What follows belongs to an exercise in optimizing a design on an open flow for small area, a short achievable clock period and few clock cycles; a production flow would make more cautious choices.
In this exercise RTL edits were held to simulation tests only and were not proved equivalent to the original.
Power is estimated from default activity; no workload was simulated.

$ cat flow/design.v
module fifo
  #( parameter depth = 8,
     width = 64)
  (
    input   clk,
    input   rstn,
    output  data_in_ready,
    input   data_in_valid,
    input   [width-1:0] data_in,
    input   data_out_ready,
    output  data_out_valid,
    output  [width-1:0] data_out
  );
  reg [width-1:0] mem [depth-1:0];
  reg [$clog2(depth)-1:0]  inp_pos;
  wire [$clog2(depth)-1:0] inp_pos_nxt;
  reg [$clog2(depth)-1:0]  out_pos;
  wire [$clog2(depth)-1:0] out_pos_nxt;
  assign inp_pos_nxt = inp_pos + 1;
  assign out_pos_nxt = out_pos + 1;
  wire fifo_full = inp_pos_nxt == out_pos;
  wire fifo_empty = inp_pos == out_pos;
  assign data_in_ready = rstn & ~fifo_full;
  assign data_out_valid = rstn &  ~fifo_empty;
  assign data_out = mem[out_pos];
  always @(posedge clk)
  begin
    if (~rstn)
    begin
      inp_pos <= 0; 
      out_pos <= 0; 
    end
    else
    begin
      if (data_in_ready & data_in_valid)
      begin
        inp_pos <= inp_pos + 1;
        mem[inp_pos] <= data_in;
      end
      if (data_out_ready & data_out_valid)
      begin
        out_pos <= out_pos + 1; 
      end
    end
  end 
endmodule
module axi4bridge
  (
  input                                 clk,
  input                                 rstn,
  output logic                          s_axi4_aw_ready,
  input                                 s_axi4_aw_valid,
  input [4-1:0]             s_axi4_aw_id,
  input [32-1:0]           s_axi4_aw_addr,
  input [2-1:0]          s_axi4_aw_burst,
  input [3-1:0]           s_axi4_aw_size,
  input [8-1:0]            s_axi4_aw_len,
  input [4-1:0]          s_axi4_aw_cache,
  input                                 s_axi4_aw_lock,
  input [3-1:0]           s_axi4_aw_prot,
  input [4-1:0]            s_axi4_aw_qos,
  input [4-1:0]         s_axi4_aw_region,
  output logic                          s_axi4_w_ready,
  input                                 s_axi4_w_valid,
  input [64-1:0]           s_axi4_w_data,
  input [8-1:0]           s_axi4_w_strb,
  input                                 s_axi4_w_last,
  input                                 s_axi4_b_ready,
  output logic                          s_axi4_b_valid,
  output logic [4-1:0]      s_axi4_b_id,
  output logic [2-1:0]    s_axi4_b_resp,
  output logic                          s_axi4_ar_ready,
  input                                 s_axi4_ar_valid,
  input [4-1:0]             s_axi4_ar_id,
  input [32-1:0]           s_axi4_ar_addr,
  input [4-1:0]          s_axi4_ar_cache,
  input [2-1:0]          s_axi4_ar_burst,
  input [3-1:0]           s_axi4_ar_size,
  input [8-1:0]            s_axi4_ar_len,
  input                                 s_axi4_ar_lock,
  input [3-1:0]           s_axi4_ar_prot,
  input [4-1:0]            s_axi4_ar_qos,
  input [4-1:0]         s_axi4_ar_region,
  input                                 s_axi4_r_ready,
  output logic                          s_axi4_r_valid,
  output logic [4-1:0]      s_axi4_r_id,
  output logic [64-1:0]    s_axi4_r_data,
  output logic                          s_axi4_r_last,
  output logic [2-1:0]    s_axi4_r_resp,
  input                                 m_axi4lite_aw_ready,
  output logic                          m_axi4lite_aw_valid,
  output logic [32-1:0]    m_axi4lite_aw_addr,
  output logic [3-1:0]    m_axi4lite_aw_prot,
  input                                 m_axi4lite_w_ready,
  output logic                          m_axi4lite_w_valid,
  output logic [64-1:0]    m_axi4lite_w_data,
  output logic [8-1:0]    m_axi4lite_w_strb,
  output logic                          m_axi4lite_b_ready,
  input                                 m_axi4lite_b_valid,
  input [2-1:0]           m_axi4lite_b_resp,
  input                                 m_axi4lite_ar_ready,
  output logic                          m_axi4lite_ar_valid,
  output logic [32-1:0]    m_axi4lite_ar_addr,
  output logic [3-1:0]    m_axi4lite_ar_prot,
  output logic                          m_axi4lite_r_ready,
  input                                 m_axi4lite_r_valid,
  input [64-1:0]           m_axi4lite_r_data,
  input [2-1:0]           m_axi4lite_r_resp
  );
  typedef struct packed {
    logic [32-1:0] addr;
    logic [4-1:0]   id;
    logic [8-1:0] len;
    logic [3-1:0] size;
    logic [2-1:0] burst;
    logic                             lock;
    logic [4-1:0] cache;
    logic [3-1:0] prot;
    logic [4-1:0] qos;
    logic [4-1:0] region;
  } axi4_a_pkt_t;  
  typedef struct packed {
    logic last;
    logic [8-1:0] strb;
    logic [64-1:0] data;
  } axi4_w_pkt_t;  
  typedef struct packed {
    logic [2-1:0] resp;
    logic [4-1:0] id;
    logic [8-1:0] len;
  } axi4_b_pkt_t;  
  typedef struct packed {
    logic [2-1:0] resp;
    logic [64-1:0] data;
    logic [8-1:0] len;
    logic [32-1:0] addr;
    logic [3-1:0] size;
    logic [4-1:0] id;
  } axi4_r_pkt_t;  
  axi4_a_pkt_t axi4_aw_pkt, axi4_ar_pkt;
  axi4_w_pkt_t axi4_w_pkt; 
  axi4_b_pkt_t axi4_b_pkt; 
  axi4_r_pkt_t axi4_r_pkt;
  logic s_axi4_aw_fifo_data_in_valid, s_axi4_aw_fifo_data_in_ready; 
  logic [$bits(axi4_aw_pkt)-1:0] s_axi4_aw_fifo_data_in;
  logic s_axi4_aw_fifo_data_out_valid, s_axi4_aw_fifo_data_out_ready; 
  logic [$bits(axi4_aw_pkt)-1:0] s_axi4_aw_fifo_data_out;
  logic s_axi4_w_fifo_data_in_valid, s_axi4_w_fifo_data_in_ready; 
  logic [$bits(axi4_w_pkt)-1:0] s_axi4_w_fifo_data_in;
  logic s_axi4_w_fifo_data_out_valid, s_axi4_w_fifo_data_out_ready; 
  logic [$bits(axi4_w_pkt)-1:0] s_axi4_w_fifo_data_out;
  logic m_axi4lite_b_fifo_data_in_valid, m_axi4lite_b_fifo_data_in_ready; 
  logic [$bits(axi4_b_pkt)-1:0] m_axi4lite_b_fifo_data_in;
  logic m_axi4lite_b_fifo_data_out_valid, m_axi4lite_b_fifo_data_out_ready; 
  logic [$bits(axi4_b_pkt)-1:0] m_axi4lite_b_fifo_data_out;
  logic s_axi4_aw_id_len_fifo_data_in_valid, s_axi4_aw_id_len_fifo_data_in_ready; 
  logic [8 + 4-1:0] s_axi4_aw_id_len_fifo_data_in;
  logic s_axi4_aw_id_len_fifo_data_out_valid, s_axi4_aw_id_len_fifo_data_out_ready; 
  logic [8 + 4-1:0] s_axi4_aw_id_len_fifo_data_out;
  logic s_axi4_ar_fifo_data_in_valid, s_axi4_ar_fifo_data_in_ready; 
  logic [$bits(axi4_ar_pkt)-1:0] s_axi4_ar_fifo_data_in;
  logic s_axi4_ar_fifo_data_out_valid, s_axi4_ar_fifo_data_out_ready; 
  logic [$bits(axi4_ar_pkt)-1:0] s_axi4_ar_fifo_data_out;
  logic s_axi4_ar_saved_fifo_data_in_valid, s_axi4_ar_saved_fifo_data_in_ready; 
  logic [3 + 32 + 8 + 4-1:0] s_axi4_ar_saved_fifo_data_in;
  logic s_axi4_ar_saved_fifo_data_out_valid, s_axi4_ar_saved_fifo_data_out_ready; 
  logic [3 + 32 + 8 + 4-1:0] s_axi4_ar_saved_fifo_data_out;
  logic m_axi4lite_r_fifo_data_in_valid, m_axi4lite_r_fifo_data_in_ready; 
  logic [$bits(axi4_r_pkt)-1:0] m_axi4lite_r_fifo_data_in;
  logic m_axi4lite_r_fifo_data_out_valid, m_axi4lite_r_fifo_data_out_ready; 
  logic [$bits(axi4_r_pkt)-1:0] m_axi4lite_r_fifo_data_out;
  fifo #(.width($bits(axi4_aw_pkt)))  s_axi4_aw_fifo (
          .clk(clk),
          .rstn(rstn),
          .data_in_ready(s_axi4_aw_fifo_data_in_ready),
          .data_in_valid(s_axi4_aw_fifo_data_in_valid),
          .data_in(s_axi4_aw_fifo_data_in),
          .data_out_ready(s_axi4_aw_fifo_data_out_ready),
          .data_out_valid(s_axi4_aw_fifo_data_out_valid),
          .data_out(s_axi4_aw_fifo_data_out)
          );
  fifo #(.width($bits(axi4_w_pkt)))  s_axi4_w_fifo (
          .clk(clk),
          .rstn(rstn),
          .data_in_ready(s_axi4_w_fifo_data_in_ready),
          .data_in_valid(s_axi4_w_fifo_data_in_valid),
          .data_in(s_axi4_w_fifo_data_in),
          .data_out_ready(s_axi4_w_fifo_data_out_ready),
          .data_out_valid(s_axi4_w_fifo_data_out_valid),
          .data_out(s_axi4_w_fifo_data_out)
          );
  fifo #(.width($bits(axi4_b_pkt)))  m_axi4lite_b_fifo (
          .clk(clk),
          .rstn(rstn),
          .data_in_ready(m_axi4lite_b_fifo_data_in_ready),
          .data_in_valid(m_axi4lite_b_fifo_data_in_valid),
          .data_in(m_axi4lite_b_fifo_data_in),
          .data_out_ready(m_axi4lite_b_fifo_data_out_ready),
          .data_out_valid(m_axi4lite_b_fifo_data_out_valid),
          .data_out(m_axi4lite_b_fifo_data_out)
          );
  fifo #(.width(8 + 4))  s_axi4_aw_id_len_fifo (
          .clk(clk),
          .rstn(rstn),
          .data_in_ready(s_axi4_aw_id_len_fifo_data_in_ready),
          .data_in_valid(s_axi4_aw_id_len_fifo_data_in_valid),
          .data_in(s_axi4_aw_id_len_fifo_data_in),
          .data_out_ready(s_axi4_aw_id_len_fifo_data_out_ready),
          .data_out_valid(s_axi4_aw_id_len_fifo_data_out_valid),
          .data_out(s_axi4_aw_id_len_fifo_data_out)
          );
  fifo #(.width($bits(axi4_ar_pkt)))  s_axi4_ar_fifo (
          .clk(clk),
          .rstn(rstn),
          .data_in_ready(s_axi4_ar_fifo_data_in_ready),
          .data_in_valid(s_axi4_ar_fifo_data_in_valid),
          .data_in(s_axi4_ar_fifo_data_in),
          .data_out_ready(s_axi4_ar_fifo_data_out_ready),
          .data_out_valid(s_axi4_ar_fifo_data_out_valid),
          .data_out(s_axi4_ar_fifo_data_out)
          );
  fifo #(.width($bits(axi4_r_pkt)))  m_axi4lite_r_fifo (
          .clk(clk),
          .rstn(rstn),
          .data_in_ready(m_axi4lite_r_fifo_data_in_ready),
          .data_in_valid(m_axi4lite_r_fifo_data_in_valid),
          .data_in(m_axi4lite_r_fifo_data_in),
          .data_out_ready(m_axi4lite_r_fifo_data_out_ready),
          .data_out_valid(m_axi4lite_r_fifo_data_out_valid),
          .data_out(m_axi4lite_r_fifo_data_out)
          );
  fifo #(.width(3 + 32 + 8 + 4))  s_axi4_ar_saved_fifo (
          .clk(clk),
          .rstn(rstn),
          .data_in_ready(s_axi4_ar_saved_fifo_data_in_ready),
          .data_in_valid(s_axi4_ar_saved_fifo_data_in_valid),
          .data_in(s_axi4_ar_saved_fifo_data_in),
          .data_out_ready(s_axi4_ar_saved_fifo_data_out_ready),
          .data_out_valid(s_axi4_ar_saved_fifo_data_out_valid),
          .data_out(s_axi4_ar_saved_fifo_data_out)
          );
  typedef enum logic [3:0] {S_AXI4_AW_STATE_IDLE, S_AXI4_AW_STATE_CHECK, S_AXI4_AW_STATE_CONVERT, S_AXI4_AW_STATE_STORE, S_AXI4_AW_STATE_WAIT} s_axi4_aw_state_t;
  s_axi4_aw_state_t s_axi4_aw_state, s_axi4_aw_state_n, s_axi4_aw_state_p;
  reg [32-1:0] s_axi4_aw_aligned_addr_r;
  reg [32-1:0] s_axi4_aw_wrap_boundary_r;
  reg [32-1:0] s_axi4_aw_other_addr_r;
  reg [7:0] s_axi4_aw_burst_count_r;
  reg [32-1:0] s_axi4_aw_addr_offset_r;
  always_comb
  begin
    case (s_axi4_aw_state)
      S_AXI4_AW_STATE_IDLE :
        begin
          s_axi4_aw_ready = 1'b1;
          s_axi4_aw_fifo_data_in_valid = 1'b0;
          s_axi4_aw_id_len_fifo_data_in_valid = 1'b0;
          s_axi4_aw_state_n = s_axi4_aw_valid ? S_AXI4_AW_STATE_CHECK : S_AXI4_AW_STATE_IDLE;
        end
      S_AXI4_AW_STATE_CHECK :
        begin
          s_axi4_aw_ready = 1'b0;
          s_axi4_aw_fifo_data_in_valid = 1'b0;
          s_axi4_aw_id_len_fifo_data_in_valid = 1'b0;
          s_axi4_aw_state_n = S_AXI4_AW_STATE_STORE;
        end
      S_AXI4_AW_STATE_CONVERT :
        begin
          s_axi4_aw_ready = 1'b0;
          s_axi4_aw_fifo_data_in_valid = 1'b0;
          s_axi4_aw_id_len_fifo_data_in_valid = 1'b0;
          s_axi4_aw_state_n = S_AXI4_AW_STATE_STORE;
        end
      S_AXI4_AW_STATE_STORE :
        begin
          s_axi4_aw_ready = 1'b0;
          s_axi4_aw_fifo_data_in_valid = s_axi4_aw_id_len_fifo_data_in_ready;
          s_axi4_aw_id_len_fifo_data_in_valid = s_axi4_aw_fifo_data_in_ready;
          s_axi4_aw_state_n = s_axi4_aw_fifo_data_in_ready & s_axi4_aw_id_len_fifo_data_in_ready ? (s_axi4_aw_burst_count_r == axi4_aw_pkt.len ? S_AXI4_AW_STATE_WAIT : S_AXI4_AW_STATE_CONVERT) : S_AXI4_AW_STATE_STORE;
        end
      S_AXI4_AW_STATE_WAIT :
        begin
          s_axi4_aw_ready = 1'b0;
          s_axi4_aw_fifo_data_in_valid = 1'b0;
          s_axi4_aw_id_len_fifo_data_in_valid = 1'b0;
          s_axi4_aw_state_n = s_axi4_b_ready & s_axi4_b_valid ? S_AXI4_AW_STATE_IDLE : S_AXI4_AW_STATE_WAIT;
        end
      default :
        begin
          s_axi4_aw_ready = 1'b0;
          s_axi4_aw_fifo_data_in_valid = 1'b0;
          s_axi4_aw_id_len_fifo_data_in_valid = 1'b0;
          s_axi4_aw_state_n = S_AXI4_AW_STATE_IDLE;
        end
      endcase
  end
  always @(posedge clk)
  begin
    if (~rstn)
    begin
      s_axi4_aw_state <= S_AXI4_AW_STATE_IDLE;
      s_axi4_aw_state_p <= S_AXI4_AW_STATE_IDLE;
    end
    else
    begin
      s_axi4_aw_state   <= s_axi4_aw_state_n;
      s_axi4_aw_state_p <= s_axi4_aw_state;
    end
  end
  always @(posedge clk)
  begin
    if (s_axi4_aw_state == S_AXI4_AW_STATE_IDLE & s_axi4_aw_state_n == S_AXI4_AW_STATE_CHECK)
    begin
      axi4_aw_pkt.id <= s_axi4_aw_id;
      axi4_aw_pkt.burst <= s_axi4_aw_burst;
      axi4_aw_pkt.len <= s_axi4_aw_len;
      axi4_aw_pkt.size <= s_axi4_aw_size;
      axi4_aw_pkt.region <= s_axi4_aw_region;
      axi4_aw_pkt.cache <= s_axi4_aw_cache;
      axi4_aw_pkt.prot <= s_axi4_aw_prot;
      axi4_aw_pkt.qos <= s_axi4_aw_qos;
      axi4_aw_pkt.lock <= s_axi4_aw_lock;
      s_axi4_aw_aligned_addr_r <= s_axi4_aw_addr & ({32{1'b1}} << s_axi4_aw_size);
      s_axi4_aw_wrap_boundary_r <= s_axi4_aw_addr & ~(((32'(s_axi4_aw_len) + 32'b1) << s_axi4_aw_size) - 32'b1);
    end
  end
  always @(posedge clk)
  begin
    if (s_axi4_aw_state == S_AXI4_AW_STATE_IDLE & s_axi4_aw_state_n == S_AXI4_AW_STATE_CHECK)
    begin
      axi4_aw_pkt.addr <= s_axi4_aw_addr;
    end
    else if (s_axi4_aw_state == S_AXI4_AW_STATE_CONVERT & s_axi4_aw_state_n == S_AXI4_AW_STATE_STORE)
    begin
      case (axi4_aw_pkt.burst)
        2'b01 : 
          axi4_aw_pkt.addr <= s_axi4_aw_aligned_addr_r + s_axi4_aw_addr_offset_r;
        2'b10 : 
          begin
            axi4_aw_pkt.addr <= s_axi4_aw_wrap_boundary_r |
              ((s_axi4_aw_aligned_addr_r + s_axi4_aw_addr_offset_r) & ((((32'(axi4_aw_pkt.len) + 32'b1) << axi4_aw_pkt.size)) - 32'b1));
          end
      endcase
    end
  end
  always @(posedge clk)
  begin
    if (s_axi4_aw_state == S_AXI4_AW_STATE_CHECK)
    begin
      s_axi4_aw_burst_count_r <= 8'b0;
      s_axi4_aw_addr_offset_r <= 32'b1 << axi4_aw_pkt.size;
      s_axi4_aw_other_addr_r  <= axi4_aw_pkt.addr;
    end
    else if (s_axi4_aw_state == S_AXI4_AW_STATE_CONVERT && s_axi4_aw_state_n == S_AXI4_AW_STATE_STORE)
    begin
      s_axi4_aw_burst_count_r <= s_axi4_aw_burst_count_r + 8'b1; 
      s_axi4_aw_addr_offset_r <= s_axi4_aw_addr_offset_r + (32'b1 << axi4_aw_pkt.size);
      s_axi4_aw_other_addr_r <= s_axi4_aw_other_addr_r + (32'b1 << axi4_aw_pkt.size);
    end
  end
  assign s_axi4_aw_fifo_data_in = {axi4_aw_pkt.region, axi4_aw_pkt.qos, axi4_aw_pkt.prot, axi4_aw_pkt.lock, axi4_aw_pkt.cache, axi4_aw_pkt.len, axi4_aw_pkt.size,  axi4_aw_pkt.burst, axi4_aw_pkt.addr, axi4_aw_pkt.id};
  assign s_axi4_aw_fifo_data_out_ready = m_axi4lite_aw_ready;
  assign m_axi4lite_aw_valid = s_axi4_aw_fifo_data_out_valid;
  assign m_axi4lite_aw_addr = s_axi4_aw_fifo_data_out[4+:32];
  assign m_axi4lite_aw_prot = s_axi4_aw_fifo_data_out[4+32+2+3+8+4+1+:3];
  typedef enum logic [3:0] {S_AXI4_W_STATE_IDLE, S_AXI4_W_STATE_CHECK, S_AXI4_W_STATE_CONVERT, S_AXI4_W_STATE_STORE, S_AXI4_W_STATE_WAIT} s_axi4_w_state_t;
  s_axi4_w_state_t s_axi4_w_state, s_axi4_w_state_n, s_axi4_w_state_p;
  always_comb
  begin
    case (s_axi4_w_state)
      S_AXI4_W_STATE_IDLE :
        begin
          s_axi4_w_ready = 1'b1;
          s_axi4_w_fifo_data_in_valid = 1'b0;
          s_axi4_w_state_n = s_axi4_w_valid ? S_AXI4_W_STATE_CONVERT : S_AXI4_W_STATE_IDLE;
        end
      S_AXI4_W_STATE_CONVERT :
        begin
          s_axi4_w_ready = 1'b0;
          s_axi4_w_fifo_data_in_valid = 1'b0;
          s_axi4_w_state_n = S_AXI4_W_STATE_STORE;
        end
      S_AXI4_W_STATE_STORE :
        begin
          s_axi4_w_ready = 1'b0;
          s_axi4_w_fifo_data_in_valid = 1'b1;
          s_axi4_w_state_n = s_axi4_w_fifo_data_in_ready ? (axi4_w_pkt.last ? S_AXI4_W_STATE_WAIT : S_AXI4_W_STATE_IDLE) : S_AXI4_W_STATE_STORE;
        end
      S_AXI4_W_STATE_WAIT :
        begin
          s_axi4_w_ready = 1'b0;
          s_axi4_w_fifo_data_in_valid = 1'b0;
          s_axi4_w_state_n = s_axi4_b_ready & s_axi4_b_valid ? S_AXI4_W_STATE_IDLE : S_AXI4_W_STATE_WAIT;
        end
      default :
        begin
          s_axi4_w_ready = 1'b0;
          s_axi4_w_fifo_data_in_valid = 1'b0;
          s_axi4_w_state_n = S_AXI4_W_STATE_IDLE;
        end
    endcase
  end
  always @(posedge clk)
  begin
    if (~rstn)
    begin
      s_axi4_w_state <= S_AXI4_W_STATE_IDLE;
      s_axi4_w_state_p <= S_AXI4_W_STATE_IDLE;
    end
    else
    begin
      s_axi4_w_state   <= s_axi4_w_state_n;
      s_axi4_w_state_p <= s_axi4_w_state;
    end
  end
  always @(posedge clk)
  begin
    if (s_axi4_w_state == S_AXI4_W_STATE_IDLE) 
    begin
      if (s_axi4_w_state_n == S_AXI4_W_STATE_CONVERT)
      begin
        axi4_w_pkt.data <= s_axi4_w_data;
        axi4_w_pkt.strb <= s_axi4_w_strb;
        axi4_w_pkt.last <= s_axi4_w_last;
      end
      else
      begin
        axi4_w_pkt.data <= 64'b0;
        axi4_w_pkt.strb <= 8'b0;
        axi4_w_pkt.last <= 1'b0;
      end
    end
  end
  assign s_axi4_w_fifo_data_in = {axi4_w_pkt.last, axi4_w_pkt.strb, axi4_w_pkt.data};
  assign s_axi4_w_fifo_data_out_ready = m_axi4lite_w_ready;
  assign m_axi4lite_w_valid = s_axi4_w_fifo_data_out_valid;
  assign m_axi4lite_w_data  = s_axi4_w_fifo_data_out[0+:64];
  assign m_axi4lite_w_strb  = s_axi4_w_fifo_data_out[64+:8];
  typedef enum logic [3:0] {S_AXI4_B_STATE_IDLE, S_AXI4_B_STATE_CHECK, S_AXI4_B_STATE_SEND, S_AXI4_B_STATE_WAIT} s_axi4_b_state_t;
  s_axi4_b_state_t s_axi4_b_state, s_axi4_b_state_n, s_axi4_b_state_p;
  reg [7:0] s_axi4_b_burst_count_r;
  always_comb
  begin
    case (s_axi4_b_state)
      S_AXI4_B_STATE_IDLE :
        begin
          s_axi4_b_valid = 0;
          s_axi4_b_state_n = (m_axi4lite_b_fifo_data_out_valid & s_axi4_aw_id_len_fifo_data_out_valid) ? S_AXI4_B_STATE_CHECK : S_AXI4_B_STATE_IDLE;
        end
      S_AXI4_B_STATE_CHECK :
        begin
          s_axi4_b_valid = 0;
          s_axi4_b_state_n = s_axi4_b_burst_count_r == axi4_b_pkt.len ? S_AXI4_B_STATE_SEND : S_AXI4_B_STATE_WAIT;
        end
      S_AXI4_B_STATE_WAIT :
        begin
          s_axi4_b_valid = 0;
          s_axi4_b_state_n = (m_axi4lite_b_fifo_data_out_valid) ? S_AXI4_B_STATE_CHECK : S_AXI4_B_STATE_WAIT;
        end
      S_AXI4_B_STATE_SEND :
        begin
          s_axi4_b_valid = 1;
          s_axi4_b_state_n = (s_axi4_b_ready == 1'b1) ? S_AXI4_B_STATE_IDLE : S_AXI4_B_STATE_SEND;
        end
      default :
        begin
          s_axi4_b_valid = 0;
          s_axi4_b_state_n = S_AXI4_B_STATE_IDLE;
        end
    endcase
  end
  always @(posedge clk)
  begin
    if (s_axi4_b_state == S_AXI4_B_STATE_IDLE & s_axi4_b_state_n == S_AXI4_B_STATE_CHECK)
    begin
      axi4_b_pkt.id  <= s_axi4_aw_id_len_fifo_data_out[0+:4];
      axi4_b_pkt.len <= s_axi4_aw_id_len_fifo_data_out[4+:8];
    end
    if (s_axi4_b_state == S_AXI4_B_STATE_IDLE & s_axi4_b_state_n == S_AXI4_B_STATE_CHECK)
    begin
      axi4_b_pkt.resp <= m_axi4lite_b_fifo_data_out;
    end
    if (s_axi4_b_state == S_AXI4_B_STATE_IDLE)
    begin
      s_axi4_b_burst_count_r <= 8'b0;
    end
    else if (s_axi4_b_state == S_AXI4_B_STATE_CHECK & s_axi4_b_state_n == S_AXI4_B_STATE_WAIT)
    begin
      s_axi4_b_burst_count_r <= s_axi4_b_burst_count_r + 8'b1;
    end
  end
  always @(posedge clk)
  begin
    if (~rstn)
    begin
      s_axi4_b_state <= S_AXI4_B_STATE_IDLE;
      s_axi4_b_state_p <= S_AXI4_B_STATE_IDLE;
    end
    else
    begin
      s_axi4_b_state   <= s_axi4_b_state_n;
      s_axi4_b_state_p <= s_axi4_b_state;
    end
  end
  assign m_axi4lite_b_fifo_data_out_ready = ((s_axi4_b_state == S_AXI4_B_STATE_IDLE | s_axi4_b_state == S_AXI4_B_STATE_WAIT) & s_axi4_b_state_n == S_AXI4_B_STATE_CHECK) ? 1'b1 : 1'b0;
  assign s_axi4_aw_id_len_fifo_data_out_ready = ((s_axi4_b_state == S_AXI4_B_STATE_IDLE | s_axi4_b_state == S_AXI4_B_STATE_WAIT) & s_axi4_b_state_n == S_AXI4_B_STATE_CHECK) ? 1'b1 : 1'b0;
  assign s_axi4_aw_id_len_fifo_data_in = {axi4_aw_pkt.len, axi4_aw_pkt.id};
  assign m_axi4lite_b_ready = m_axi4lite_b_fifo_data_in_ready;
  assign m_axi4lite_b_fifo_data_in_valid = m_axi4lite_b_valid;
  assign m_axi4lite_b_fifo_data_in       = m_axi4lite_b_resp;
  assign s_axi4_b_resp = s_axi4_b_state == S_AXI4_B_STATE_SEND ? axi4_b_pkt.resp : 2'b0;
  assign s_axi4_b_id = s_axi4_b_state == S_AXI4_B_STATE_SEND ? axi4_b_pkt.id : 4'b0;
  typedef enum logic [3:0] {S_AXI4_AR_STATE_IDLE, S_AXI4_AR_STATE_CHECK, S_AXI4_AR_STATE_CONVERT, S_AXI4_AR_STATE_STORE, S_AXI4_AR_STATE_WAIT} s_axi4_ar_state_t;
  s_axi4_ar_state_t s_axi4_ar_state, s_axi4_ar_state_n, s_axi4_ar_state_p;
  reg [32-1:0] s_axi4_ar_aligned_addr_r;
  reg [32-1:0] s_axi4_ar_wrap_boundary_r;
  reg [32-1:0] s_axi4_ar_other_addr_r;
  reg [7:0] s_axi4_ar_burst_count_r;
  reg [32-1:0] s_axi4_ar_addr_offset_r;
  always_comb
  begin
    case (s_axi4_ar_state)
      S_AXI4_AR_STATE_IDLE :
        begin
          s_axi4_ar_ready = 1'b1;
          s_axi4_ar_fifo_data_in_valid = 1'b0;
          s_axi4_ar_saved_fifo_data_in_valid = 1'b0;
          s_axi4_ar_state_n = s_axi4_ar_valid ? S_AXI4_AR_STATE_CHECK : S_AXI4_AR_STATE_IDLE;
        end
      S_AXI4_AR_STATE_CHECK :
        begin
          s_axi4_ar_ready = 1'b0;
          s_axi4_ar_fifo_data_in_valid = 1'b0;
          s_axi4_ar_saved_fifo_data_in_valid = 1'b0;
          s_axi4_ar_state_n = S_AXI4_AR_STATE_STORE;
        end
      S_AXI4_AR_STATE_CONVERT :
        begin
          s_axi4_ar_ready = 1'b0;
          s_axi4_ar_fifo_data_in_valid = 1'b0;
          s_axi4_ar_saved_fifo_data_in_valid = 1'b0;
          s_axi4_ar_state_n = S_AXI4_AR_STATE_STORE;
        end
      S_AXI4_AR_STATE_STORE :
        begin
          s_axi4_ar_ready = 1'b0;
          s_axi4_ar_fifo_data_in_valid = s_axi4_ar_saved_fifo_data_in_ready;
          s_axi4_ar_saved_fifo_data_in_valid = s_axi4_ar_fifo_data_in_ready;
          s_axi4_ar_state_n = s_axi4_ar_fifo_data_in_ready & s_axi4_ar_saved_fifo_data_in_ready ? (s_axi4_ar_burst_count_r == axi4_ar_pkt.len ? S_AXI4_AR_STATE_WAIT : S_AXI4_AR_STATE_CONVERT) : S_AXI4_AR_STATE_STORE;
        end
      S_AXI4_AR_STATE_WAIT :
        begin
          s_axi4_ar_ready = 1'b0;
          s_axi4_ar_fifo_data_in_valid = 1'b0;
          s_axi4_ar_saved_fifo_data_in_valid = 1'b0;
          s_axi4_ar_state_n = s_axi4_r_ready & s_axi4_r_valid ? S_AXI4_AR_STATE_IDLE : S_AXI4_AR_STATE_WAIT;
        end
      default :
        begin
          s_axi4_ar_ready = 1'b0;
          s_axi4_ar_fifo_data_in_valid = 1'b0;
          s_axi4_ar_saved_fifo_data_in_valid = 1'b0;
          s_axi4_ar_state_n = S_AXI4_AR_STATE_IDLE;
        end
    endcase
  end
  always @(posedge clk)
  begin
    if (~rstn)
    begin
      s_axi4_ar_state <= S_AXI4_AR_STATE_IDLE;
      s_axi4_ar_state_p <= S_AXI4_AR_STATE_IDLE;
    end
    else
    begin
      s_axi4_ar_state   <= s_axi4_ar_state_n;
      s_axi4_ar_state_p <= s_axi4_ar_state;
    end
  end
  always @(posedge clk)
  begin
    if (s_axi4_ar_state == S_AXI4_AR_STATE_IDLE & s_axi4_ar_state_n == S_AXI4_AR_STATE_CHECK)
    begin
      axi4_ar_pkt.id <= s_axi4_ar_id;
      axi4_ar_pkt.burst <= s_axi4_ar_burst;
      axi4_ar_pkt.len <= s_axi4_ar_len;
      axi4_ar_pkt.size <= s_axi4_ar_size;
      axi4_ar_pkt.region <= s_axi4_ar_region;
      axi4_ar_pkt.cache <= s_axi4_ar_cache;
      axi4_ar_pkt.prot <= s_axi4_ar_prot;
      axi4_ar_pkt.qos <= s_axi4_ar_qos;
      axi4_ar_pkt.lock <= s_axi4_ar_lock;
      s_axi4_ar_aligned_addr_r <= s_axi4_ar_addr & ({32{1'b1}} << s_axi4_ar_size);
      s_axi4_ar_wrap_boundary_r <= s_axi4_ar_addr & ~(((32'(s_axi4_ar_len) + 32'b1) << s_axi4_ar_size) - 32'b1);
    end
  end
  always @(posedge clk)
  begin
    if (s_axi4_ar_state == S_AXI4_AR_STATE_IDLE & s_axi4_ar_state_n == S_AXI4_AR_STATE_CHECK)
    begin
      axi4_ar_pkt.addr <= s_axi4_ar_addr;
    end
    else if (s_axi4_ar_state == S_AXI4_AR_STATE_STORE && s_axi4_ar_state_n == S_AXI4_AR_STATE_CONVERT)
    begin
      case (axi4_ar_pkt.burst)
        2'b01 : 
          axi4_ar_pkt.addr <= s_axi4_ar_aligned_addr_r + s_axi4_ar_addr_offset_r;
        2'b10 : 
          begin
            axi4_ar_pkt.addr <= s_axi4_ar_wrap_boundary_r |
              ((s_axi4_ar_aligned_addr_r + s_axi4_ar_addr_offset_r) & ((((32'(axi4_ar_pkt.len) + 32'b1) << axi4_ar_pkt.size)) - 32'b1));
          end
      endcase
    end
  end
  always @(posedge clk)
  begin
    if (s_axi4_ar_state == S_AXI4_AR_STATE_CHECK)
    begin
      s_axi4_ar_burst_count_r <= 8'b0;
      s_axi4_ar_addr_offset_r <= 32'b1 << axi4_ar_pkt.size;
      s_axi4_ar_other_addr_r  <= axi4_ar_pkt.addr;
    end
    if (s_axi4_ar_state == S_AXI4_AR_STATE_STORE && s_axi4_ar_state_n == S_AXI4_AR_STATE_CONVERT)
    begin
      s_axi4_ar_burst_count_r <= s_axi4_ar_burst_count_r + 8'b1; 
      s_axi4_ar_addr_offset_r <= s_axi4_ar_addr_offset_r + (32'b1 << axi4_ar_pkt.size);
      s_axi4_ar_other_addr_r <= s_axi4_ar_other_addr_r + (32'b1 << axi4_ar_pkt.size);
    end
  end
  assign s_axi4_ar_fifo_data_in = {axi4_ar_pkt.region, axi4_ar_pkt.qos, axi4_ar_pkt.prot, axi4_ar_pkt.lock, axi4_ar_pkt.cache, axi4_ar_pkt.len, axi4_ar_pkt.size,  axi4_ar_pkt.burst, axi4_ar_pkt.addr, axi4_ar_pkt.id};
  assign s_axi4_ar_fifo_data_out_ready = m_axi4lite_ar_ready;
  assign m_axi4lite_ar_valid = s_axi4_ar_fifo_data_out_valid;
  assign m_axi4lite_ar_addr = s_axi4_ar_fifo_data_out[4+:32];
  assign m_axi4lite_ar_prot = s_axi4_ar_fifo_data_out[4+32+2+3+8+4+1+:3];
  typedef enum logic [3:0] {S_AXI4_R_STATE_IDLE, S_AXI4_R_STATE_CHECK, S_AXI4_R_STATE_SEND, S_AXI4_R_STATE_WAIT} s_axi4_r_state_t;
  s_axi4_r_state_t s_axi4_r_state, s_axi4_r_state_n, s_axi4_r_state_p;
  reg [7:0] s_axi4_r_burst_count_r;
  reg [$clog2(8)-1:0] upper_byte_lane, lower_byte_lane;
  wire [64-1:0] s_axi4_r_data_mask;
  wire [64-1:0] s_axi4_r_data_mask_lower;
  wire [64-1:0] s_axi4_r_data_mask_upper;
  always_comb
  begin
    case (s_axi4_r_state)
      S_AXI4_R_STATE_IDLE :
        begin
          s_axi4_r_valid = 1'b0;
          s_axi4_r_last  = 1'b0;
          s_axi4_r_state_n = (m_axi4lite_r_fifo_data_out_valid & s_axi4_ar_saved_fifo_data_out_valid) ? S_AXI4_R_STATE_CHECK : S_AXI4_R_STATE_IDLE;
        end
      S_AXI4_R_STATE_WAIT :
        begin
          s_axi4_r_valid = 1'b0;
          s_axi4_r_last  = 1'b0;
          s_axi4_r_state_n = m_axi4lite_r_fifo_data_out_valid ? S_AXI4_R_STATE_CHECK : S_AXI4_R_STATE_WAIT;
        end
      S_AXI4_R_STATE_CHECK :
        begin
          s_axi4_r_valid = 1'b0;
          s_axi4_r_last  = 1'b0;
          s_axi4_r_state_n = S_AXI4_R_STATE_SEND;
        end
      S_AXI4_R_STATE_SEND :
        begin
          s_axi4_r_valid = 1'b1;
          s_axi4_r_last  = s_axi4_r_burst_count_r == axi4_r_pkt.len;
          s_axi4_r_state_n = (s_axi4_r_ready == 1'b1) ? (s_axi4_r_burst_count_r == axi4_r_pkt.len ? S_AXI4_R_STATE_IDLE : S_AXI4_R_STATE_WAIT) : S_AXI4_R_STATE_SEND;
        end
      default :
        begin
          s_axi4_r_valid = 1'b0;
          s_axi4_r_last  = 1'b0;
          s_axi4_r_state_n = S_AXI4_R_STATE_IDLE;
        end
      endcase
  end
  always @(posedge clk)
  begin
    if ((s_axi4_r_state == S_AXI4_R_STATE_IDLE | s_axi4_r_state == S_AXI4_R_STATE_WAIT) & s_axi4_r_state_n == S_AXI4_R_STATE_CHECK)
    begin
      axi4_r_pkt.id   <= s_axi4_ar_saved_fifo_data_out[0+:4];
      axi4_r_pkt.len  <= s_axi4_ar_saved_fifo_data_out[4+:8];
      axi4_r_pkt.addr <= s_axi4_ar_saved_fifo_data_out[(4+8)+:32];
      axi4_r_pkt.size <= s_axi4_ar_saved_fifo_data_out[(4+8+32)+:3];
    end
    if (s_axi4_r_state == S_AXI4_R_STATE_CHECK)
    begin
      lower_byte_lane <= axi4_r_pkt.addr - (axi4_r_pkt.addr & ~(32'(64 / 8) - 32'b1));
      upper_byte_lane <= (axi4_r_pkt.addr & ~((32'b1 << axi4_r_pkt.size) - 32'b1)) + ((32'b1 << axi4_r_pkt.size)-32'b1) - (axi4_r_pkt.addr & ~(32'(64 / 8) - 32'b1));
    end
    if ((s_axi4_r_state == S_AXI4_R_STATE_IDLE | s_axi4_r_state == S_AXI4_R_STATE_WAIT) & s_axi4_r_state_n == S_AXI4_R_STATE_CHECK)
    begin
      axi4_r_pkt.resp <= m_axi4lite_r_fifo_data_out[0+:2];
      axi4_r_pkt.data <= m_axi4lite_r_fifo_data_out[2+:64];
    end
    if (s_axi4_r_state == S_AXI4_R_STATE_IDLE)
      s_axi4_r_burst_count_r <= 8'h00;
    else if (s_axi4_r_state == S_AXI4_R_STATE_SEND && s_axi4_r_state_n == S_AXI4_R_STATE_WAIT)
    begin
      s_axi4_r_burst_count_r <= s_axi4_r_burst_count_r + 8'b1;
    end
  end
  always @(posedge clk)
  begin
    if (~rstn)
    begin
      s_axi4_r_state <= S_AXI4_R_STATE_IDLE;
      s_axi4_r_state_p <= S_AXI4_R_STATE_IDLE;
    end
    else
    begin
      s_axi4_r_state   <= s_axi4_r_state_n;
      s_axi4_r_state_p <= s_axi4_r_state;
    end
  end
  assign m_axi4lite_r_fifo_data_out_ready = ((s_axi4_r_state == S_AXI4_R_STATE_IDLE | s_axi4_r_state == S_AXI4_R_STATE_WAIT) & s_axi4_r_state_n == S_AXI4_R_STATE_CHECK) ? 1'b1 : 1'b0;
  assign s_axi4_ar_saved_fifo_data_out_ready = ((s_axi4_r_state == S_AXI4_R_STATE_IDLE | s_axi4_r_state == S_AXI4_R_STATE_WAIT) & s_axi4_r_state_n == S_AXI4_R_STATE_CHECK) ? 1'b1 : 1'b0;
  assign s_axi4_ar_saved_fifo_data_in = {axi4_ar_pkt.size, axi4_ar_pkt.addr, axi4_ar_pkt.len, axi4_ar_pkt.id};
  assign m_axi4lite_r_ready = m_axi4lite_r_fifo_data_in_ready;
  assign m_axi4lite_r_fifo_data_in_valid = m_axi4lite_r_valid;
  assign m_axi4lite_r_fifo_data_in = {m_axi4lite_r_data, m_axi4lite_r_resp};
  assign s_axi4_r_data_mask = ~(({64{1'b1}} << (64'(upper_byte_lane) << 3)) << 8) & ({64{1'b1}} << (64'(lower_byte_lane) << 3));
  assign s_axi4_r_data = s_axi4_r_state == S_AXI4_R_STATE_SEND ? (axi4_r_pkt.data & s_axi4_r_data_mask) : 64'b0;
  assign s_axi4_r_resp = s_axi4_r_state == S_AXI4_R_STATE_SEND ? axi4_r_pkt.resp : 2'b0;
  assign s_axi4_r_id   = s_axi4_r_state == S_AXI4_R_STATE_SEND ? axi4_r_pkt.id : 4'b0;
endmodule
$ cat flow/run.sh
#!/bin/bash
# synth_recipe.tcl (not shown) runs the flow's synth.tcl, then flattens the netlist and writes it again
# the make line also repeats each setting of config.mk as NAME=value (left out here)
make -C /OpenROAD-flow-scripts/flow DESIGN_CONFIG=/design/flow/config.mk WORK_HOME=/design/flow/orfs CLKGATE_MAP_FILE= SYNTH_SCRIPT=/design/flow/synth_recipe.tcl finish
$ cat flow/constraint.sdc
create_clock -name core_clock -period 6.5 [get_ports {clk}]
set_input_delay 1.3000 -clock core_clock [delete_from_list [all_inputs] [get_ports {clk}]]
set_output_delay 1.3000 -clock core_clock [all_outputs]
set_load 0.01 [all_outputs]
$ cat flow/config.mk
export PLATFORM = sky130hd
export DESIGN_NAME = axi4bridge
export DESIGN_NICKNAME = axi4bridge
export VERILOG_FILES = /design/flow/design.v
export SDC_FILE = /design/flow/constraint.sdc
export NUM_CORES = 4
export LEC_CHECK = 0
export CAP_MARGIN = 20
export CORE_MARGIN = 2
export CORE_UTILIZATION = 40
export SLEW_MARGIN = 20
==> impl_metrics.json <==
{
  "dieArea_mm2": 0.263,
  "die_w_um": 513,
  "core-area_mm2": 0.257,
  "hold_slack_ns": 0.442,
  "regToRegStartpoint": "axi4_aw_pkt[21]",
  "insertion_delay_ns": 0.92,
  "clock_sinks": 2489,
  "whs_path_depth": 0,
  "root_buffer": "clkbuf_16",
  "critical_path_arrival_ns": 3.92,
  "drcViolationCount": 0,
  "critPathMaxStageDelay_ns": 0.89,
  "r2r-end": "axi4_aw_pkt[54]",
  "fmax_mhz": 192,
  "synth_area_mm2": 0.104,
  "end_kind": "output pin",
  "cts_hold_buf": 0,
  "cts_resized": 0,
  "via_per_inst": 5.44,
  "grt_max_degree": 95,
  "rr_worst_depth": 10,
  "synth_seq_cells": 2489,
  "dr.pass1.iters": 6,
  "cts_tree": "built",
  "endpoint": "s_axi4_r_data[41]",
  "power_density_mw_per_mm2": 294,
  "globalplace.congestion": 0.835,
  "io_buffers": 485,
  "async_flop_share_pct": 0,
  "synth_nets": 6243,
  "layout_min_cycle_time_ns": 5.22,
  "hold_path_class": "reg -> reg",
  "antenna_found_initial": 28,
  "ys.flop_type": "edfxtp_1",
  "die_h_um": 513,
  "synthTopCellsByCount": "edfxtp_1 (2401), mux4_2 (485), nor2_1 (322)",
  "yosys_warnings": 7,
  "rows": 186,
  "start_util_pct": 40.3,
  "grt_overflow_total": 0,
  "tightest_slew_ns": 1.12,
  "cts_inserted_buffers": 288,
  "tns_ns": 0,
  "cts_buffer_depth": 4,
  "post-dp-hpwl_um": 149000,
  "vias": 54800,
  "outcome": "timing/DRC/antenna clean",
  "drt_wl_total_um": 244000,
  "ys_top_cells_by_area": "edfxtp_1 (70%), mux4_2 (11%), mux2_2 (2.7%)",
  "worstPathCellList": "inv_1 > ha_1 > o211ai_1 > a21oi_1 > and2_1 > clkdlybuf4s50_1",
  "r2r_slack_ns": 1.70,
  "setup_viol": 0,
  "synth_edf_count": 2401,
  "avgSynthCellArea_um2": 17.7,
  "grt.total_usage_pct": 18.2,
  "drtIter0Drc": 4916,
  "vdd_ir_drop_max_uv": 244,
  "synthCells": 5838,
  "synthToLayoutAreaGrowth_pct": 17.7,
  "finClkSkew_ns": 0.0804,
  "ant_nets": 0,
  "power.leakage_nw": 38.9,
  "final_layout_size_suffix_gt1_share_pct": 20.3,
  "synth_cell_types": 99,
  "htreeDepth": 5,
  "final_nets": 6874,
  "synth_top_area_share_pct": 69.7,
  "startpoint": "s_axi4_r_state[0]",
  "cp.required_ns": 5.20,
  "startpoint_type": "register",
  "seq_area_frac_synth_pct": 71.4,
  "maxCapViolCount": 0,
  "grt_pass1_vias": 55800,
  "io_pins": 512,
  "post-route-period-util_pct": 80.3,
  "yosysMostFrequentCell": "edfxtp_1",
  "path_class": "reg -> out",
  "grt_first_pass_wirelength_um": 362000,
  "slew_headroom_pct": 25.2,
  "clkTransAtPathRegs_ns": 0.05,
  "synth_top_area_cell": "edfxtp_1",
  "post_cts_buffers": 0,
  "critical_path.slowest_cell": "a21oi_1",
  "rsz0062_at_grt": "no",
  "wire_per_inst_um": 24.3,
  "finalHoldViolCount": 0,
  "slew_viol_final": 0,
  "path_max_fanout": 16
}
-- sequential cells by signal, summed over array words and instances (netlist names), 8 cells and up, named ones only --
register / count
axi4_ar_pkt: 52
axi4_aw_pkt: 52
axi4_b_pkt: 14
axi4_r_pkt: 84
axi4_w_pkt: 73
m_axi4lite_b_fifo.mem: 16
m_axi4lite_r_fifo.mem: 528
s_axi4_ar_addr_offset_r: 32
s_axi4_ar_aligned_addr_r: 32
s_axi4_ar_burst_count_r: 8
s_axi4_ar_fifo.mem: 280
s_axi4_ar_saved_fifo.mem: 144
s_axi4_ar_wrap_boundary_r: 32
s_axi4_aw_addr_offset_r: 32
s_axi4_aw_aligned_addr_r: 32
s_axi4_aw_burst_count_r: 8
s_axi4_aw_fifo.mem: 280
s_axi4_aw_id_len_fifo.mem: 96
s_axi4_aw_wrap_boundary_r: 32
s_axi4_b_burst_count_r: 8
s_axi4_r_burst_count_r: 8
s_axi4_w_fifo.mem: 576
-- logic make-up (layout without fill, tap and decap cells) --
family / Yosys count / count (layout) / share of synthesized area (%)
XOR/XNOR: 253 / 253 / 2.14
flip-flops: 2489 / 2489 / 71.4
AO/OA/AOI/OAI: 613 / 613 / 3.92
adder cells (fa/ha/maj): 122 / 122 / 1.50
other: 1 / 9 / 0.00362
multiplexers: 759 / 759 / 13.5
buffers and inverters: 357 / 1189 / 1.35
AND/OR/NAND/NOR: 1244 / 1244 / 6.23
-- power by group --
part | leakage [nW] | switching, mW | internal, mW
Combinational | 12.0 | 1.26 | 0.891
Sequential | 22.7 | 0.420 | 18.2
Clock | 4.26 | 6.22 | 8.81
Total | 38.9 | 7.91 | 27.9
-- layout make-up --
class                   instances  area, um^2
inverters                      80         305
clock buffers                 345        7490
repair buffers                618        6080
clock inverters               146        1200
multi-input cells            2992       28600
fillers                     21500      135000
well taps                    3384        4230
flip-flops and latches       2489       73900
diodes                          8        20.0
-- how the worst min path moves through the flow --
stage | start | end | slack [ns]
floorplan | axi4_r_pkt[8] | lower_byte_lane[1] | 0.42
global placement | axi4_r_pkt[8] | lower_byte_lane[1] | 0.43
detailed placement | axi4_r_pkt[8] | lower_byte_lane[1] | 0.43
CTS | axi4_r_pkt[8] | lower_byte_lane[1] | 0.45
global route | axi4_r_pkt[9] | lower_byte_lane[2] | 0.45
finish | axi4_r_pkt[8] | lower_byte_lane[1] | 0.44
-- per-stage QoR --
step | power [mW] | util (%) | std cells | worst slack (ns) | instance area [um^2]
final | 35.8 | 47.4 | 10100 | 1.28 | 122000
after global routing | 37.1 | 47.4 | 10100 | 1.00 | 122000
after CTS | 36.2 | 47.4 | 10100 | 1.05 | 122000
after detailed placement | 21.1 | 44.0 | 9562 | 0.894 | 113000
after global placement | 21.1 | 44.0 | 9561 | 0.952 | 113000
after floorplan | 20.2 | - | 5838 | 0.0323 | 104000
-- worst max-delay path: cells and delay by family (launching register included) --
family | cells | cell delay, ns
compound gates | 2 | 1.06
fa+ha+maj | 1 | 0.75
buf+inv | 2 | 0.64
flops | 1 | 0.33
simple gates | 1 | 0.26
-- per-layer routing --
metal  track usage (%)  up-vias  wire [um]
met5                 0        -         90
met4              4.90       12       5870
met3              2.70      410      11400
met2              30.4     1415     120000
met1              25.0    28400     107000
li1                  -    24500          -
-- cell usage in the layout, fill, tap and decap left out, types with 64 or more instances in the layout --
master,instances
nand2_1,223
clkdlybuf4s50_1,484
o21ai_0,148
mux2_2,247
inv_1,73
nand3_1,84
dfxtp_1,74
and2_1,203
mux4_2,485
ha_1,118
buf_4,115
edfxtp_1,2401
nor2_1,305
a21oi_1,153
clkbuf_16,290
nor3_1,64
xnor2_1,120
xor2_1,133
Testbench counts, summed over its fixed seeds: cycles 28,379.

-- afterwards: timing with drivers on the ports --
The results above use ideal ports. As a check the final layout listed here was re-extracted and re-timed, cells and wires unchanged. Step 1: set_driving_cell puts a clkbuf_16 on clk and a buf_2 on each other input, an assumption about the parent block. Step 2, shift: input delay + t, output delay - t, t = (earliest + latest rising clock arrival at the registers) / 2. This alone moves slack from input paths to output paths. Three values: ideal ports, drivers, drivers and shift; two values: the first two.
t, ns: 0.968
setup WS [ns]: 1.279 / 1.190 / 0.738
worst hold slack (ns): 0.442 / 0.442 / 0.442
worst slew at a driven data input, ns: 0.20
After both steps setup and hold are still met in this run. The setup slack of this run moves by -0.089 ns with the drivers and by -0.541 ns with both steps.
